Background: an optimization exercise with open tools, aiming at small area. Do not read the settings as production practice.
Function was checked by simulation only, so behaviour that the tests miss may differ from the original.
Power figures rest on the tool's default switching activity, not on a simulated workload.

$ cat design/flow/config.mk
export PLATFORM = sky130hd
export DESIGN_NAME = mips_pipeline
export DESIGN_NICKNAME = mips_pipeline
export VERILOG_FILES = /design/flow/design.v
export SDC_FILE = /design/flow/constraint.sdc
export NUM_CORES = 4
export LEC_CHECK = 0
export CAP_MARGIN = 20
export CORE_MARGIN = 2
export CORE_UTILIZATION = 40
export PLACE_DENSITY = 0.6
export SLEW_MARGIN = 20
$ cat design/flow/constraint.sdc
create_clock -name core_clock -period 10.0 [get_ports {clk}]
set_input_delay 2.0000 -clock core_clock [delete_from_list [all_inputs] [get_ports {clk}]]
set_output_delay 2.0000 -clock core_clock [all_outputs]
set_load 0.01 [all_outputs]
$ cat design/flow/design.v
`timescale 1ns / 1ps
module mips_pipeline
(
    input  wire        clk,
    input  wire        rst,
    input  wire        enable,
    output wire [7:0]  imem_addr,
    input  wire [31:0] imem_data,
    output wire [7:0]  dmem_addr,
    output wire [31:0] dmem_wdata,
    output wire        dmem_we,
    input  wire [31:0] dmem_rdata
);
    reg [31:0] pc;
    reg [31:0] d_ins;            
    reg        d_v;              
    reg [31:0] e_ins;            
    reg        e_v;              
    reg        e_h;              
    reg [31:0] m_a;              
    reg [31:0] m_b;              
    reg [4:0]  m_rd;
    reg        m_regw;
    reg        m_memw;
    reg        m_taken;
    reg        m_load;
    reg [2:0]  m_lop;
    reg [31:0] rf [1:31];
    wire halt = (imem_data == 32'hFFFFFFFF);
    assign imem_addr = pc[7:0];
    wire [4:0] d_rs = d_ins[25:21] & {5{d_v}};
    wire [4:0] d_rt = d_ins[20:16] & {5{d_v}};
    wire [5:0] op  = e_ins[31:26];
    wire [4:0] rs  = e_ins[25:21];
    wire [4:0] rt  = e_ins[20:16];
    wire [4:0] rdf = e_ins[15:11];
    wire [5:0] fn  = e_ins[5:0];
    wire [31:0] imm = {{16{e_ins[15]}}, e_ins[15:0]};
    wire c_load  = (op[5:3] == 3'b100);
    wire c_store = (op[5:3] == 3'b101);
    wire c_imm   = (op[5:3] == 3'b001);
    wire c_oth   = (op[5:3] == 3'b000);
    wire c_r     = (op == 6'b000000);
    wire c_jr    = c_r & (fn[5:1] == 5'b00100);
    wire c_j     = (op == 6'b000010);
    wire c_jal   = (op == 6'b000011);
    wire c_beq   = (op == 6'b000100);
    wire c_bne   = (op == 6'b000101);
    wire regw = c_load | c_imm | c_jal | (c_r & (~c_jr | fn[0]));
    wire link = c_jal | (c_jr & fn[0]);
    wire [4:0] dest = c_jal ? 5'd31 : (c_r ? rdf : rt);
    wire stall = e_v & c_load & ((rt == d_rs) | (rt == d_rt));
    reg [31:0] rf_a, rf_b;
    integer i;
    always @* begin
        rf_a = 32'b0;
        rf_b = 32'b0;
        for (i = 1; i < 32; i = i + 1) begin
            rf_a = rf_a | ({32{rs == i}} & rf[i]);
            rf_b = rf_b | ({32{rt == i}} & rf[i]);
        end
    end
    wire m_fwd_ok = m_regw & (m_rd != 5'd0);
    wire [31:0] fa = (m_fwd_ok & (m_rd == rs)) ? m_a : rf_a;
    wire [31:0] fb = (m_fwd_ok & (m_rd == rt)) ? m_a : rf_b;
    wire shamt_sel = c_r & (fn[5:2] == 4'b0000);
    wire alusrc    = c_load | c_store | c_imm;
    wire [31:0] A = shamt_sel ? {27'b0, e_ins[10:6]} : fa;
    wire [31:0] B = alusrc ? imm : fb;
    wire op_sub = c_r & (fn[5:1] == 5'b10001);
    wire op_slt = (c_r & (fn == 6'b101010)) | (c_imm & (op[2:0] == 3'b010));
    wire op_and = (c_r & (fn == 6'b100100)) | (c_imm & (op[2:0] == 3'b100));
    wire op_or  = (c_r & (fn == 6'b100101)) | (c_imm & (op[2:0] == 3'b101));
    wire op_xor = (c_r & (fn == 6'b100110)) | (c_imm & (op[2:0] == 3'b110));
    wire op_nor = c_r & (fn == 6'b100111);
    wire op_lui = c_imm & (op[2:0] == 3'b111);
    wire op_sll = c_r & (fn[5:3] == 3'b000) & (fn[1:0] == 2'b00);
    wire op_srl = c_r & (fn[5:3] == 3'b000) & (fn[1:0] == 2'b10);
    wire op_sra = c_r & (fn[5:3] == 3'b000) & (fn[1:0] == 2'b11);
    wire op_add = ~(op_sub | op_slt | op_and | op_or | op_xor | op_nor |
                    op_lui | op_sll | op_srl | op_sra);
    wire        subtract = op_sub | op_slt;
    wire [31:0] sum = A + (B ^ {32{subtract}}) + {31'b0, subtract};
    wire        slt = (A[31] ^ B[31]) ? A[31] : sum[31];
    wire [31:0] b_rev;
    genvar g;
    generate
        for (g = 0; g < 32; g = g + 1) begin : rev_b
            assign b_rev[g] = B[31 - g];
        end
    endgenerate
    wire        fill = op_sra & B[31];
    wire [31:0] sx = op_sll ? b_rev : B;
    wire [32:0] sy = $signed({fill, sx}) >>> A[4:0];
    wire        big = |A[31:5];
    wire [31:0] sr = big ? {32{fill}} : sy[31:0];
    wire [31:0] sl;
    generate
        for (g = 0; g < 32; g = g + 1) begin : rev_s
            assign sl[g] = sr[31 - g];
        end
    endgenerate
    wire [31:0] res =
        ({32{op_add | op_sub}} & sum) |
        ({32{op_slt}} & {31'b0, slt}) |
        ({32{op_and}} & (A & B)) |
        ({32{op_or}}  & (A | B)) |
        ({32{op_xor}} & (A ^ B)) |
        ({32{op_nor}} & ~(A | B)) |
        ({32{op_lui}} & {e_ins[15:0], 16'b0}) |
        ({32{op_sll}} & sl) |
        ({32{op_srl | op_sra}} & sr);
    wire [31:0] pc1 = e_h ? pc : pc - 32'd1;      
    wire eq = (fa == fb);
    wire taken = e_v & (c_j | c_jal | c_jr | (c_beq & eq) | (c_bne & ~eq));
    wire [31:0] target = c_jr ? fa :
                         (c_j | c_jal) ? {pc1[31:26], e_ins[25:0]} :
                                         pc1 + imm;
    wire [31:0] sdata = (op[2:0] == 3'b000) ? {24'b0, fb[7:0]} :
                        (op[2:0] == 3'b001) ? {16'b0, fb[15:0]} : fb;
    assign dmem_addr  = m_a[7:0];
    assign dmem_wdata = m_b;
    assign dmem_we    = enable & m_memw;
    wire ld_byte = (m_lop[1:0] == 2'b00);
    wire ld_half = (m_lop[1:0] == 2'b01);
    wire ld_sgn  = ~m_lop[2];
    wire ext8  = ld_sgn & dmem_rdata[7];
    wire ext16 = ld_sgn & dmem_rdata[15];
    wire [31:0] ldata = ld_byte ? {{24{ext8}}, dmem_rdata[7:0]} :
                        ld_half ? {{16{ext16}}, dmem_rdata[15:0]} : dmem_rdata;
    wire [31:0] wdata = m_load ? ldata : m_a;
    wire        wen   = rst & enable & m_regw;
    always @(posedge clk) begin
        if (~rst) begin
            pc      <= 32'b0;
            d_v     <= 1'b0;
            e_v     <= 1'b0;
            m_regw  <= 1'b0;
            m_memw  <= 1'b0;
            m_taken <= 1'b0;
        end
        else if (enable) begin
            if (m_taken)     pc <= m_b;
            else if (~stall) pc <= halt ? pc : pc + 32'd1;
            if (m_taken)     d_v <= 1'b0;
            else if (~stall) d_v <= 1'b1;
            e_v     <= ~m_taken & d_v & ~stall;
            m_regw  <= ~m_taken & e_v & regw;
            m_memw  <= ~m_taken & e_v & c_store;
            m_taken <= ~m_taken & taken;
        end
    end
    always @(posedge clk) begin
        if (enable) begin
            if (~stall) d_ins <= imem_data;
            e_ins  <= d_ins;
            e_h    <= halt;
            m_a    <= link ? pc1 : res;
            m_b    <= c_oth ? target : sdata;
            m_rd   <= dest;
            m_load <= c_load;
            m_lop  <= op[2:0];
        end
    end
    generate
        for (g = 1; g < 32; g = g + 1) begin : regs
            always @(posedge clk)
                if (wen && (m_rd == g)) rf[g] <= wdata;
        end
    endgenerate
endmodule
$ cat design/flow/run.sh
#!/bin/bash
# synth_recipe.tcl (not shown) runs the flow's synth.tcl, then flattens the netlist and writes it again
# the make line also repeats each setting of config.mk as NAME=value (left out here)
make -C /OpenROAD-flow-scripts/flow DESIGN_CONFIG=/design/flow/config.mk WORK_HOME=/design/flow/orfs CLKGATE_MAP_FILE= SYNTH_SCRIPT=/design/flow/synth_recipe.tcl finish
==> impl_metrics.toml, run 1 <==
[cells_and_area]
drive_gt1_frac = 0.124
syn2layout_area_growth_pct = 14.5
final_cell_mix = "edfxtp_1, nand3_1, and3_1"
multi_input_area_sq_um = 28200
final_core_util = 0.461
design_area_sq_um = 74100
num-fill-cells = 14748
fin_cells = 8315
nNetsFinal = 6212
layout_commonest_cell = "edfxtp_1"
register_area_sq_um = 34700

[clock_network]
clock-sinks = 1167
cts_setup_buffers = 0
cts_hold_buf = 0
cts.repair.resized = 0
ctsRootBufferMaster = "clkbuf_16"
cts_tree = "built"
numCtsBuffers = 136
clk_path_buf_depth = 3
htreeDepth = 4
clkSlewWorstSetupHoldPaths_ns = 0.07
clkLatencyLatePin_ns = 0.81

[worst_setup_path]
regToRegSetupSlack_ns = 1.61
crit_slowest_cell = "nor4_2"
crit_end = "m_a[26]"
r2r_cells = 24
critPathLaunch = "e_ins[19]"
worst_ep_arrival_time_ns = 8.95
path_cells = "and3b_2 > buf_4 > and3_1 > a2111oi_0 > nand4_1 > nor4_2 > nand2_1 > o21ai_0 > nor2_1 > a21oi_1 > xor2_1 > ha_1 > o21a_1 > nor2_1 > nor4_1 > nor3_1 > o31ai_1 > a21o_1 > a21o_1 > a21o_1 > a41o_1 > xnor2_1 > o221ai_1 > o22a_1"
cpLargestDelayFamily = "simple AND/OR/NAND/NOR gates"
crit_path_max_fanout = 49
crit_path_end_kind = "flop"
start_kind = "flop"
cp.required_ns = 10.56
crit_cells = 24
worst-setup-path-type = "flop to flop"
regToRegEndpoint = "m_a[26]"
rr_startpoint = "e_ins[19]"
critPathBufInv = 1
cpPeakStageDelay_ns = 1.05
path_common_cell = "a21o_1"

[synthesis]
synth_area_leaders = "edfxtp_1, and3_1, nand3_1, a22oi_1, ha_1"
syn-cell-area_sq_um = 64700
synth_area_leader_cell = "edfxtp_1"
synth_cells = 5977
netlist.area_leader.share = 0.524
synth_nets = 6174
synth_cell_type_count = 111
yosys_warnings = 2
async_reset_ff_frac = 0
seq_area_frac_synth = 0.536
synth_area_per_cell_sq_um = 10.8
synth-seq-cells = 1167
synth_ff_type = "edfxtp_1"
synth-edff-count = 1130

[sta]
slew_viol_final = 0
final.setup.tns_ns = 0
fmax_ghz = 0.119
final-setup-viol-count = 0
slew_headroom = 0.0745
hold_violations = 0
worst_pin_slew_ns = 1.38
fin_crit_ns = 8.39
rsz0062_at_grt = "no"
layout_setup_ws_ns = 1.61
finalClockSkew_ns = 0.0666
fin_crit_sh = 0.839

[flow_run]
max_cap_viol_count = 0

[placement]
hpwl_mm = 232
place_ws_ns = 1.99
dp.cells = 8035
dpl-instance-area_sq_um = 69300
place_congestion = 1.07
io_buffers = 115

[grt]
grt_first_pass_wirelength_mm = 488
antenna_found_initial = 40
track_usage = 0.433
grt_max_degree = 91
gr-total-overflow = 0
grt_pass1_vias = 56858

[drt]
drt_iter0_drc = 13207
vias = 62208
drt_wl_total_mm = 367
ant_nets = 0
route.detailed.drc = 0
via_per_inst = 7.48
drt_pre_antenna_iters = 12
post_drt_wl_per_cell_um = 44.1

[die]
die_w_um = 406
core_sq_um = 161000
io_pins = 116
start_util = 0.403
die_h_um = 406
rows = 147
die_area_sq_um = 165000

[power_and_ir_drop]
cellLeakagePower_nw = 26.6
vdd.ir_drop.worst_mv = 0.172
power_density_nw_per_um2 = 188

[min_path]
hold_class = "flop to flop"

[run_status]
outcome = "timing/DRC/antenna clean"
-- how the worst min path moves through the flow --
stage                         start         to  cells after the start
after global routing       d_ins[3]   e_ins[3]                      0
after detailed placement   d_ins[0]   e_ins[0]                      0
final                     d_ins[26]  e_ins[26]                      0
after global placement    d_ins[28]  e_ins[28]                      0
after CTS                 d_ins[26]  e_ins[26]                      0
after floorplan            d_ins[0]   e_ins[0]                      0
-- Yosys cell counts, types with 13 or more instances --
library cell  count
a2111oi_0       142
a211oi_1         38
a21o_1           33
a21oi_1         202
a221o_1          13
a221oi_1         53
a222oi_1         20
a22o_1           33
a22oi_1         339
a31oi_1          34
a41oi_1          29
and2_1           42
and3_1          541
and4_1           34
buf_1            31
buf_2            97
buf_4            38
clkbuf_1        323
dfxtp_1          37
edfxtp_1       1130
ha_1            128
inv_1           106
mux2_2           48
mux2i_1          92
nand2_1         275
nand2b_1         23
nand3_1         574
nand3b_1         29
nand4_1         216
nor2_1          355
nor2b_1          19
nor3_1           79
nor4_1           73
o211ai_1         55
o21a_1           19
o21ai_0         184
o21ai_1          20
o21bai_1         15
o22ai_1          35
or3_1            29
xnor2_1          70
xor2_1           93
-- state kept, by name, summed over array words and instances, names as in the netlist --
| signal | count |
|---|---|
| m_rd | 5 |
| m_memw | 1 |
| m_regw | 1 |
| e_v | 1 |
| m_lop | 3 |
| pc | 32 |
| m_b | 32 |
| d_ins | 32 |
| m_a | 32 |
| rf | 992 |
| e_h | 1 |
| m_load | 1 |
| m_taken | 1 |
| e_ins | 32 |
| d_v | 1 |
-- power breakdown --
| part | leakage [nW] | total (mW) | internal, mW | switching [mW] |
|---|---|---|---|---|
| combinational | 13.8 | 2.81 | 0.805 | 2.00 |
| sequential | 10.6 | 5.92 | 5.69 | 0.232 |
| clock | 2.22 | 5.18 | 2.94 | 2.24 |
-- cells by family after synthesis --
group	after synthesis	share of synthesized area
buffers and inverters	610	0.0409
xor gates and xnor gates	163	0.0221
adders and majority gates	130	0.0254
and+or+nand+nor	2384	0.199
muxes	143	0.0233
AOI/OAI and AO/OA	1380	0.154
DFF	1167	0.536
-- metrics by stage --
stage          hold slack [ns]  power [mW]
2_1_floorplan            0.400        7.30
5_1_grt                  0.421        14.1
3_3_place_gp             0.405        8.61
3_5_place_dp             0.405        8.60
4_1_cts                  0.409        13.7
6_report                 0.413        13.9
-- area by class of cell --
class	instances	area share
Antenna cell	30	0.00101
Clock buffer	155	0.0472
Clock inverter	93	0.0146
Inverter	109	0.00562
Multi-Input combinational cell	4200	0.381
Sequential cell	1167	0.468
Tap cell	2160	0.0365
Timing Repair Buffer	401	0.0464
-- per-layer routing --
layer | track usage | share of wire | wire (um)
met4 | 0.340 | 0.10 | 36600
met2 | 0.611 | 0.40 | 148000
met1 | 0.507 | 0.34 | 123000
met3 | 0.201 | 0.16 | 58800
met5 | 0 | 0.00049 | 179
==> inputs of run 2 (changes only) <==
--- a/design/flow/design.v
+++ b/design/flow/design.v
@@ -51,20 +51,39 @@
     wire [4:0] dest = c_jal ? 5'd31 : (c_r ? rdf : rt);
     wire stall = e_v & c_load & ((rt == d_rs) | (rt == d_rt));
-    reg [31:0] rf_a, rf_b;
-    integer i;
-    always @* begin
-        rf_a = 32'b0;
-        rf_b = 32'b0;
-        for (i = 1; i < 32; i = i + 1) begin
-            rf_a = rf_a | ({32{rs == i}} & rf[i]);
-            rf_b = rf_b | ({32{rt == i}} & rf[i]);
-        end
-    end
-    wire m_fwd_ok = m_regw & (m_rd != 5'd0);
-    wire [31:0] fa = (m_fwd_ok & (m_rd == rs)) ? m_a : rf_a;
-    wire [31:0] fb = (m_fwd_ok & (m_rd == rt)) ? m_a : rf_b;
     wire shamt_sel = c_r & (fn[5:2] == 4'b0000);
+    wire m_fwd_ok  = m_regw & (m_rd != 5'd0);
+    wire fwd_a = m_fwd_ok & (m_rd == rs);
+    wire fwd_b = m_fwd_ok & (m_rd == rt);
+    wire [32:0] sa, sb;
+    assign sa[0]  = fwd_a & ~shamt_sel;
+    assign sa[32] = shamt_sel;
+    assign sb[0]  = fwd_b;
+    assign sb[32] = 1'b0;
+    genvar g, r;
+    generate
+        for (g = 1; g < 32; g = g + 1) begin : sel
+            assign sa[g] = (rs == g) & ~fwd_a & ~shamt_sel;
+            assign sb[g] = (rt == g) & ~fwd_b;
+        end
+    endgenerate
+    wire [31:0] A, fb;
+    generate
+        for (g = 0; g < 32; g = g + 1) begin : rd
+            wire [31:0] col;
+            assign col[0] = m_a[g];
+            for (r = 1; r < 32; r = r + 1) begin : c
+                assign col[r] = rf[r][g];
+            end
+            if (g < 5) begin : lo
+                rdbit33 ua(.d({e_ins[6 + g], col}), .s(sa), .y(A[g]));
+            end
+            else begin : hi
+                rdbit32 ua(.d(col), .s(sa[31:0]), .y(A[g]));
+            end
+            rdbit32 ub(.d(col), .s(sb[31:0]), .y(fb[g]));
+        end
+    endgenerate
+    wire [31:0] fa = A;
     wire alusrc    = c_load | c_store | c_imm;
-    wire [31:0] A = shamt_sel ? {27'b0, e_ins[10:6]} : fa;
     wire [31:0] B = alusrc ? imm : fb;
     wire op_sub = c_r & (fn[5:1] == 5'b10001);
@@ -84,5 +103,4 @@
     wire        slt = (A[31] ^ B[31]) ? A[31] : sum[31];
     wire [31:0] b_rev;
-    genvar g;
     generate
         for (g = 0; g < 32; g = g + 1) begin : rev_b
@@ -165,7 +183,44 @@
     generate
         for (g = 1; g < 32; g = g + 1) begin : regs
-            always @(posedge clk)
-                if (wen && (m_rd == g)) rf[g] <= wdata;
-        end
-    endgenerate
-endmodule
+            wire wr = wen & (m_rd == g);
+            wire [31:0] nx;
+            holdmux hm [31:0] (.q(rf[g]), .d(wdata), .we(wr), .nwe(~wr), .y(nx));
+            always @(posedge clk) rf[g] <= nx;
+        end
+    endgenerate
+endmodule
+module holdmux(input wire q, input wire d, input wire we, input wire nwe,
+               output wire y);
+    assign y = (we & d) | (nwe & q);
+endmodule
+module aoi222(input wire a0, input wire s0, input wire a1, input wire s1,
+              input wire a2, input wire s2, output wire y);
+    assign y = ~((a0 & s0) | (a1 & s1) | (a2 & s2));
+endmodule
+module aoi22(input wire a0, input wire s0, input wire a1, input wire s1,
+             output wire y);
+    assign y = ~((a0 & s0) | (a1 & s1));
+endmodule
+module rdbit32(input wire [31:0] d, input wire [31:0] s, output wire y);
+    wire [10:0] t;
+    genvar k;
+    generate
+        for (k = 0; k < 10; k = k + 1) begin : g
+            aoi222 u(.a0(d[3*k]), .s0(s[3*k]), .a1(d[3*k+1]), .s1(s[3*k+1]),
+                     .a2(d[3*k+2]), .s2(s[3*k+2]), .y(t[k]));
+        end
+    endgenerate
+    aoi22 u10(.a0(d[30]), .s0(s[30]), .a1(d[31]), .s1(s[31]), .y(t[10]));
+    assign y = ~&t;
+endmodule
+module rdbit33(input wire [32:0] d, input wire [32:0] s, output wire y);
+    wire [10:0] t;
+    genvar k;
+    generate
+        for (k = 0; k < 11; k = k + 1) begin : g
+            aoi222 u(.a0(d[3*k]), .s0(s[3*k]), .a1(d[3*k+1]), .s1(s[3*k+1]),
+                     .a2(d[3*k+2]), .s2(s[3*k+2]), .y(t[k]));
+        end
+    endgenerate
+    assign y = ~&t;
+endmodule
--- a/design/flow/config.mk
+++ b/design/flow/config.mk
@@ -11,2 +11,3 @@
 export PLACE_DENSITY = 0.6
 export SLEW_MARGIN = 20
+export SYNTH_HIERARCHICAL = 1
==> impl_metrics.toml, run 2 <==
[run_status]
outcome = "timing/DRC/antenna clean"

[drt]
route.detailed.drc = 0
ant_nets = 0
drt_wl_total_mm = 298
via_per_inst = 7.55
drt_pre_antenna_iters = 22
drt_iter0_drc = 14188
vias = 57740
post_drt_wl_per_cell_um = 39.0

[sta]
fin_crit_ns = 8.60
slew_viol_final = 0
worst_pin_slew_ns = 1.27
rsz0062_at_grt = "no"
final-setup-viol-count = 0
layout_setup_ws_ns = 1.40
slew_headroom = 0.153
fin_crit_sh = 0.860
finalClockSkew_ns = 0.143
fmax_ghz = 0.116
final.setup.tns_ns = 0
hold_violations = 0

[clock_network]
ctsRootBufferMaster = "clkbuf_16"
numCtsBuffers = 121
clock-sinks = 1167
clkLatencyLatePin_ns = 0.85
htreeDepth = 3
cts_setup_buffers = 0
cts_tree = "built"
clk_path_buf_depth = 3
clkSlewWorstSetupHoldPaths_ns = 0.07
cts.repair.resized = 0
cts_hold_buf = 0

[grt]
use_met3 = 0.127
met1_usage = 0.484
use_met2 = 0.569
grt_first_pass_wirelength_mm = 410
grt_busiest_layer = "met2"
grt_max_degree = 69
track_usage = 0.389
grt_pass1_vias = 52252
antenna_found_initial = 40
gr-total-overflow = 0

[synthesis]
synth_ff_type = "dfxtp_1"
synth_compound_gate_area_share = 0.359
yosys.cell_count.top_type = "dfxtp_1"
seq_area_frac_synth = 0.437
syn-cell-area_sq_um = 56600
synth_area_leaders = "dfxtp_1, a22o_1, a222oi_1, edfxtp_1, ha_1"
synth_cells = 5356
synth_area_per_cell_sq_um = 10.6
synthTopCellsByCount = "dfxtp_1, a22o_1, a222oi_1"
netlist.area_leader.share = 0.364
synth-seq-cells = 1167
synth_top_family_by_area = "compound AO/OA/AOI/OAI gates"
synth_fa_ha_area_frac = 0.0290
muxShareOfSynthArea = 0.0315
async_reset_ff_frac = 0
synth-xor-area-share = 0.0258
yosys_warnings = 8
synth_cell_type_count = 91
synth-edff-count = 138
synthSimpleGateAreaFrac = 0.0960
synth_nets = 5553
synth_area_leader_cell = "dfxtp_1"

[cells_and_area]
drive_gt1_frac = 0.120
nNetsFinal = 5834
final_cell_mix = "dfxtp_1, a22o_1, a222oi_1"
syn2layout_area_growth_pct = 17.0
regMostFlops = "rf"
fin_cells = 7649
num-fill-cells = 13071
layout_commonest_cell = "dfxtp_1"
largest_reg_flops = 992

[min_path]
holdPathEnd = "e_ins[9]"
min_from = "d_ins[9]"
hold_class = "flop to flop"
hold_depth = 0

[die]
start_util = 0.402
core_sq_um = 141000
rows = 138
die_h_um = 380
die_w_um = 380
io_pins = 116
die_area_sq_um = 145000

[power_and_ir_drop]
cellLeakagePower_nw = 24.9
vdd.ir_drop.worst_mv = 0.169
power_density_nw_per_um2 = 163

[placement]
hpwl_mm = 203
dp.cells = 7397
place_congestion = 1.04
io_buffers = 115
place_ws_ns = 1.88

[worst_setup_path]
regToRegSetupSlack_ns = 1.40
start_kind = "flop"
r2r_cells = 24
regToRegEndpoint = "m_a[21]"
worst_ep_arrival_time_ns = 9.14
worst-setup-path-type = "flop to flop"
rr_startpoint = "m_rd[3]"
crit_path_max_fanout = 34
crit_path_end_kind = "flop"
cp.required_ns = 10.54

[flow_run]
max_cap_viol_count = 0
-- run 2: changes by cell type in the layout (fill, tap and decap cells not counted), moves of 59 or more --
cell,delta
a2111oi_0,-140
a222oi_1,+627
a22o_1,+965
a22oi_1,-292
a22oi_2,+59
and3_1,-526
dfxtp_1,+993
edfxtp_1,-992
nand3_1,-456
nor2_1,-101
or3_1,+60
-- run 2: metal layers --
| metal | wire length, um | share of wire | up-vias |
|---|---|---|---|
| li1 | - | - | 23520 |
| met1 | 108000 | 0.36 | 28295 |
| met3 | 40600 | 0.14 | 1058 |
| met4 | 25400 | 0.085 | 36 |
| met2 | 124000 | 0.42 | 4831 |
| met5 | 273 | 0.00092 | - |
-- run 2: power by group --
part / total [mW] / leakage, nW / internal (mW) / switching, mW
Sequential: 4.89 / 9.67 / 4.79 / 0.0970
Combinational: 1.06 / 13.1 / 0.318 / 0.744
Clock: 4.87 / 2.10 / 2.76 / 2.11
Total: 10.8 / 24.9 / 7.87 / 2.95
-- run 2: cell families (layout without fill, tap and decap cells) --
family | after synthesis | in the layout
AND/OR/NAND/NOR | 1083 | 1083
buffers and inverters | 298 | 683
XOR/XNOR | 167 | 167
multiplexers | 146 | 146
flip-flops | 1167 | 1167
adder cells (fa/ha/maj) | 130 | 130
AO/OA/AOI/OAI | 2365 | 2365
other | 0 | 18
-- run 2: Yosys stat by module (local to each module, per instance) --
module         flip-flops and latches  cell area (sq um)  cells
mips_pipeline                    1167              39200   3404
rdbit32                             0               23.8      4
rdbit33                             0               23.8      4
aoi22                               0               12.5      1
aoi222                              0               10.0      1
holdmux                             0               8.76      1
-- run 2: layout make-up --
class / count / area, sq um / area share
Antenna cell: 18 / 45.0 / 0.000680
Clock buffer: 171 / 3530 / 0.0532
Clock inverter: 56 / 754 / 0.0114
Inverter: 115 / 432 / 0.00651
Multi-Input combinational cell: 3891 / 31400 / 0.474
Sequential cell: 1167 / 24700 / 0.373
Tap cell: 1890 / 2360 / 0.0357
Timing Repair Buffer: 341 / 3000 / 0.0453
-- run 2: how the worst max path moves through the flow --
stage,from,endpoint,slack [ns],depth (start not counted)
2_1_floorplan,e_ins[17],m_a[29],1.98,23
5_1_grt,m_rd[3],m_a[21],1.40,24
4_1_cts,m_rd[2],m_a[21],1.86,24
3_5_place_dp,m_rd[2],m_a[21],1.88,24
6_report,m_rd[3],m_a[21],1.40,24
3_3_place_gp,m_rd[3],m_a[21],1.93,24
-- run 2: per-stage QoR --
step	utilization	hold slack [ns]	power (mW)	area [sq um]
after global routing	0.470	0.423	11.0	66200
after detailed placement	0.438	0.405	5.98	61800
after CTS	0.468	0.414	10.8	66100
after global placement	0.438	0.406	5.98	61700
final	0.470	0.411	10.8	66300
after floorplan	-	0.400	5.46	56600
-- run 2: critical path, stage by stage (launching register included) --
cell,delay (ns)
edfxtp_1,0.71
or2_2,0.22
o31ai_1,0.09
nor4_2,0.29
buf_4,0.53
nor2b_1,0.18
nand2_1,0.35
nor2_4,0.21
buf_4,0.28
a222oi_1,0.38
nand4_1,0.65
or3_1,0.85
mux2i_1,0.78
xnor2_1,0.16
ha_1,0.38
a21o_1,0.20
a21oi_1,0.15
nor2b_1,0.07
or3_1,0.32
a31oi_1,0.24
o31a_1,0.25
o221a_1,0.37
xor2_1,0.25
o221ai_1,0.27
o21a_1,0.18

## re-timing with driven ports
No port has a modelled driver above. Below, the same layouts with a new extraction and two added sets of constraints.
Step 1 (the two cells are an assumption about what drives the block):
set clk [get_ports {clk}]
set_driving_cell -lib_cell sky130_fd_sc_hd__clkbuf_16 $clk
set_driving_cell -lib_cell sky130_fd_sc_hd__buf_2 [delete_from_list [all_inputs] $clk]
Step 2 also shifts input and output timing later by t, the mid clock arrival at the registers, as if the neighbouring blocks saw the same clock.
Three values: ideal, step 1, step 2; two values: the first two.
run | shift t [ns] | setup WS [ns] | worst register clock-pin slew, ns | cell pins on the clock port's net
run 1 | 0.863 | 1.610 / 1.610 / 1.610 | 0.07 / 0.07 | 1
run 2 | 0.851 | 1.401 / 1.401 / 1.401 | 0.07 / 0.07 | 1
After both steps setup and hold are still met in every run listed.
